Context: an optimization exercise on an open-source flow, tuned for small area. The choices shown serve that exercise and are no tape-out recipe. The RTL was checked by simulation tests, not by an equivalence proof against the original design. Power and IR drop assume default switching activity.

## build 24
// CPU
module CPU(clk, nextInstruction, rst, Flags, OUT, aluOutput, mem_rdata, mem_wdata, mem_we, REGA, REGB, ADDRA, FULLOP);
	input clk, rst;
	input [15:0] mem_rdata;
	output [9:0] nextInstruction, ADDRA;
	output [4:0] Flags;
	output [15:0] OUT, aluOutput, mem_wdata, REGA, REGB, FULLOP;
	output mem_we;
	reg [15:0] FullOp, NextIns, WB;
	reg [9:0] PC, addr;
	reg s0, s1;
	reg L;           
	wire sD = ~s0 & ~s1;     
	wire sR = s0 & s1;       
	wire dec = sD | sR;
	wire fet = s0 & ~s1;
	wire exe = ~s0 & s1;
	wire [7:0] op  = {FullOp[15:12], FullOp[7:4]};
	wire [7:0] nop = {NextIns[15:12], NextIns[7:4]};
	wire extz = (FullOp[7:4] == 4'b0);
	wire isSTORE = (op == 8'h44);
	wire isLOAD  = (op == 8'h40);
	wire isJ     = (op == 8'h48) | (op == 8'h4C);
	wire isCMP   = (op == 8'h0B) | (op == 8'hB0) | (op == 8'h0D);
	wire noWrite = isSTORE | isCMP | (op == 8'h00) | (op == 8'h4C);
	wire WriteReg = sD & ~noWrite;
	wire [15:0] ra, rb;
	wire [15:0] bop = extz ? {12'b0, FullOp[3:0]} : rb;
  ...
clock: 12.0 ns
lec_check: 0
abc_area: 1
cap_margin: 0
core_margin: 2
core_utilization: 40
gpl_timing_driven: 0
place_density: 0.6
slew_margin: 0
standard.sh (not shown) runs the stock make flow with config.mk's settings and CLKGATE_MAP_FILE= SYNTH_SCRIPT=/design/flow/synth_recipe.tcl, a recipe that flattens the netlist after the stock synthesis.
==> flow/flow/run.sh <==
#!/bin/bash
# Own layout flow: the standard layout with these changes.
#  1. synthesis (my_synth.tcl) is the standard synthesis except that Yosys's
#     extract_fa step is skipped and abc maps the logic with flow/area.abc,
#     an area-oriented script; the registers are those of the standard synthesis.
#  2. port buffers are buf_1 cells instead of the default.
#  3. CTS uses clkbuf_8 buffers, clusters of up to 12 sinks and no dummy loads.
# Each tool's output goes to a log file in this folder.
set -euo pipefail
W=$PWD
F=$W/flow
MY_NO_FA=1 make -C "$FLOW_HOME" DESIGN_CONFIG=$W/config.mk WORK_HOME=$W/orfs CLKGATE_MAP_FILE= \
  SYNTH_SCRIPT=$F/my_synth.tcl MY_ABC_SCRIPT=$F/area.abc synth > $W/synth.log 2>&1
export BUFFER_PORTS_ARGS="-buffer_cell sky130_fd_sc_hd__buf_1"
export CTS_ARGS="-sink_clustering_enable -repair_clock_nets -buf_list sky130_fd_sc_hd__clkbuf_8 -dont_use_dummy_load -sink_clustering_size 12 -sink_clustering_max_diameter 60"
bash $W/standard.sh > $W/layout.log 2>&1
==> flow/flow/area.abc <==
strash
dc2
&get -n
&st
&dch -f
&nf -a -p -R 1000
&put
topo
==> flow/flow/my_synth.tcl <==
proc synth {args} { yosys synth -nofsm -noshare {*}$args }
set f [open $::env(SCRIPTS_DIR)/synth.tcl]; set t [read $f]; close $f
set old {log_cmd abc {*}$abc_args}
if { [string first $old $t] < 0 } { error "abc call not found in synth.tcl" }
set t [string map [list $old {log_cmd abc {*}[lreplace $abc_args 1 1 $::env(MY_ABC_SCRIPT)]}] $t]
if { [info exists ::env(MY_NO_FA)] && $::env(MY_NO_FA) } {
  set old2 {extract_fa {*}[dont_use_extract_fa_args]}
  if { [string first $old2 $t] < 0 } { error "extract_fa call not found in synth.tcl" }
  set t [string map [list $old2 {}] $t]
}
set p $::env(OBJECTS_DIR)/synth_patched.tcl
set f [open $p w]; puts -nonewline $f $t; close $f
source $p
# left out here: clear keep_hierarchy, flatten, clean up, hide names made inside functions, write 1_2_yosys.v
[inputs] build 21 vs build 24
--- a/flow/flow/run.sh
+++ b/flow/flow/run.sh
@@ -5,5 +5,6 @@
 #     an area-oriented script; the registers are those of the standard synthesis.
 #  2. port buffers are buf_1 cells instead of the default.
-#  3. CTS uses clkbuf_8 buffers, clusters of up to 12 sinks and no dummy loads.
+#  3. the resize step's repair uses only drive strengths 1 and 2 (pre_resize.tcl).
+#  4. CTS uses clkbuf_8 buffers, clusters of up to 12 sinks and no dummy loads.
 # Each tool's output goes to a log file in this folder.
 set -euo pipefail
@@ -12,4 +13,5 @@
 MY_NO_FA=1 make -C "$FLOW_HOME" DESIGN_CONFIG=$W/config.mk WORK_HOME=$W/orfs CLKGATE_MAP_FILE= \
   SYNTH_SCRIPT=$F/my_synth.tcl MY_ABC_SCRIPT=$F/area.abc synth > $W/synth.log 2>&1
+export PRE_RESIZE_TCL=$F/pre_resize.tcl
 export BUFFER_PORTS_ARGS="-buffer_cell sky130_fd_sc_hd__buf_1"
 export CTS_ARGS="-sink_clustering_enable -repair_clock_nets -buf_list sky130_fd_sc_hd__clkbuf_8 -dont_use_dummy_load -sink_clustering_size 12 -sink_clustering_max_diameter 60"
==> flow/flow/pre_resize.tcl (new file) <==
# Sourced before the resize step (3_4): repair_design may use only the
# smallest drive strengths, which mends slew and capacitance with less area.
set_dont_use {sky130_fd_sc_hd__*_4 sky130_fd_sc_hd__*_6 sky130_fd_sc_hd__*_8 sky130_fd_sc_hd__*_12 sky130_fd_sc_hd__*_16}
### Flow results
Count of non-CTS buffers in the layout for build 21: 3 down relative to build 24
NOTE: routed via count in build 21 falls short of that of build 24
Re first-iteration DRC count: build 24 and build 21 aren't equal, and the higher value belongs to build 24.
Overall global routing resource usage: build 21 vs build 24 down 0.19 points
The standard cells in build 21 occupy less silicon area than those in build 24 do.
From build 24 to build 21 the numbers moved as follows: count of buffers from port buffering held steady; worst clock skew moved up; worst setup slack fell by 0.10 ns; clock power fell about 2%.
When the final numbers for build 24 and build 21 were put side by side, the combined area of the multi-input logic cells turned out to be smaller in build 21.
Input-level comparison between build 44 and build 21:
# build 21
export LEC_CHECK = 0
export ABC_AREA = 1
export CAP_MARGIN = 0
export CORE_MARGIN = 2
export CORE_UTILIZATION = 40
export GPL_TIMING_DRIVEN = 0
export PLACE_DENSITY = 0.6
export SLEW_MARGIN = 0
create_clock -name core_clock -period 12.0 [get_ports {clk}]
# build 44
export LEC_CHECK = 0
export ABC_AREA = 1
export CAP_MARGIN = 20
export CORE_MARGIN = 2
export CORE_UTILIZATION = 40
export GPL_TIMING_DRIVEN = 0
export PLACE_DENSITY = 0.6
export SLEW_MARGIN = 20
create_clock -name core_clock -period 12.0 [get_ports {clk}]
==> flow/flow/run.sh <==
#!/bin/bash
# Own layout flow: the standard layout with these changes.
#  1. synthesis (my_synth.tcl) is the standard synthesis except that Yosys's
#     extract_fa step is skipped and abc maps the logic with flow/area.abc,
#     an area-oriented script; the registers are those of the standard synthesis.
#  2. port buffers are buf_1 cells instead of the default.
#  3. CTS uses clkbuf_8 buffers and no dummy loads.
# Each tool's output goes to a log file in this folder.
set -euo pipefail
W=$PWD
F=$W/flow
MY_NO_FA=1 make -C "$FLOW_HOME" DESIGN_CONFIG=$W/config.mk WORK_HOME=$W/orfs CLKGATE_MAP_FILE= \
  SYNTH_SCRIPT=$F/my_synth.tcl MY_ABC_SCRIPT=$F/area.abc synth > $W/synth.log 2>&1
export BUFFER_PORTS_ARGS="-buffer_cell sky130_fd_sc_hd__buf_1"
export CTS_ARGS="-sink_clustering_enable -repair_clock_nets -buf_list sky130_fd_sc_hd__clkbuf_8 -dont_use_dummy_load"
bash $W/standard.sh > $W/layout.log 2>&1
removed: flow/flow/pre_resize.tcl
Notes after the runs:
Build 21 has a lower post-detailed-routing wire length than build 44. Re number of stages on the worst hold path: no difference whatsoever between build 44 and build 21. Final area: build 44 and build 21 compared, higher one is build 44. Build 44 vs build 21: proportion of power drawn by flip-flops and latches down in build 44. | minimum clock period | build 44 vs build 21 | 0.025 ns lower |. Cell count: build 44 higher than build 21.

========
CPU, a different RTL version from the one above (not shown whole).
For scale: about 1400 cells after synthesis, roughly 0.017 mm² of cells after synthesis.
Settings: LEC_CHECK=0, ABC_AREA=1, CAP_MARGIN=20, CORE_MARGIN=2, CORE_UTILIZATION=40, GPL_TIMING_DRIVEN=0, PLACE_DENSITY=0.6, SLEW_MARGIN=20; clock period 12.0 ns.
==> flow/flow/run.sh <==
#!/bin/bash
# Own layout flow: the standard layout with three changes.
#  1. synthesis maps the logic with an area-oriented abc script (my_synth.tcl);
#     the registers are those of the standard synthesis.
#  2. port buffers are buf_1 cells instead of the default.
#  3. CTS uses clkbuf_8 buffers and no dummy loads.
# Each tool's output goes to a log file in this folder.
set -euo pipefail
W=$PWD
F=$W/flow
make -C "$FLOW_HOME" DESIGN_CONFIG=$W/config.mk WORK_HOME=$W/orfs CLKGATE_MAP_FILE= \
  SYNTH_SCRIPT=$F/my_synth.tcl MY_ABC_SCRIPT=$F/area.abc synth > $W/synth.log 2>&1
export BUFFER_PORTS_ARGS="-buffer_cell sky130_fd_sc_hd__buf_1"
export CTS_ARGS="-sink_clustering_enable -repair_clock_nets -buf_list sky130_fd_sc_hd__clkbuf_8 -dont_use_dummy_load"
bash $W/standard.sh > $W/layout.log 2>&1
==> flow/flow/area.abc <==
strash
&get -n
&st
&syn2
&dch -f
&nf -a -R 1000
&put
topo
==> flow/flow/my_synth.tcl <==
# The standard synthesis (synth_recipe.tcl: ORFS synth.tcl, then flatten and
# rename) with one change: abc maps the logic with flow/area.abc, an
# area-oriented script, instead of ORFS's abc_area.script.
proc synth {args} { yosys synth -nofsm -noshare {*}$args }
set f [open $::env(SCRIPTS_DIR)/synth.tcl]; set t [read $f]; close $f
set old {log_cmd abc {*}$abc_args}
if { [string first $old $t] < 0 } { error "abc call not found in synth.tcl" }
set t [string map [list $old {log_cmd abc {*}[lreplace $abc_args 1 1 $::env(MY_ABC_SCRIPT)]}] $t]
set p $::env(OBJECTS_DIR)/synth_patched.tcl
set f [open $p w]; puts -nonewline $f $t; close $f
source $p
# left out here: clear keep_hierarchy, flatten, clean up, hide names made inside functions, write 1_2_yosys.v
The starting point finished but failed the layout checks on negative setup slack.
Edit:
- GPL_TIMING_DRIVEN: 0 -> unset
After rerunning:
- This time the run finished with timing, DRC and antenna clean
- clock power grows by about 4%
- synthesized area is unchanged
- sequential cell count is unchanged
- clock skew increases by 59 ps
- count of clock-buffer cells in the layout increases by 4
- die area stays the same
- routed wire length is about the same
Edit:
==> flow/run.sh (new file) <==
#!/bin/bash
# synth_recipe.tcl (not shown) runs the flow's synth.tcl, then flattens the netlist and writes it again
# the make line also repeats each setting of config.mk as NAME=value (left out here)
make -C /OpenROAD-flow-scripts/flow DESIGN_CONFIG=/design/flow/config.mk WORK_HOME=/design/flow/orfs CLKGATE_MAP_FILE= SYNTH_SCRIPT=/design/flow/synth_recipe.tcl finish
removed: flow/flow/run.sh
removed: flow/flow/area.abc
removed: flow/flow/my_synth.tcl
removed: flow/standard.sh
=> Sequential power is about the same; fmax is about the same; power rose by 24%.

-- port drivers added, routing unchanged --
The flow's constraints put no driver on any port. The routed layouts listed below were extracted and timed again, unchanged, in two steps. Step 1 (the two cells are an assumption about what drives the block):
set clk [get_ports {clk}]
set_driving_cell -lib_cell sky130_fd_sc_hd__clkbuf_16 $clk
set_driving_cell -lib_cell sky130_fd_sc_hd__buf_2 [delete_from_list [all_inputs] $clk]
Step 2 adds t to the input delays and takes it off the output delays; t is the mean of the earliest and latest rising clock arrival at the registers after step 1. Input paths then give back, and output paths get back, about the clock's delay inside the block. Three values: ideal ports, drivers, drivers and shift; two values: the first two.
| run | shift t [ns] | setup slack, ns | worst setup path after step 2 | worst data-port slew with drivers (ns) |
|---|---|---|---|---|
| build 24 | 0.589 | 0.516 / 0.465 / 1.054 | register to output | 0.04 |
| build 21 | 0.591 | 0.416 / 0.368 / 0.959 | register to output | 0.04 |
| build 44 | 0.649 | 0.442 / 0.390 / 1.038 | register to output | 0.04 |
| the first run of note 2 | 0.631 | -0.102 / -0.150 / 0.481 | register to output | 0.03 |
| the second run of note 2 | 0.652 | 0.288 / 0.240 / 0.892 | register to output | 0.03 |
| the third run of note 2 | 0.623 | 0.317 / 0.263 / 0.886 | register to output | 0.07 |
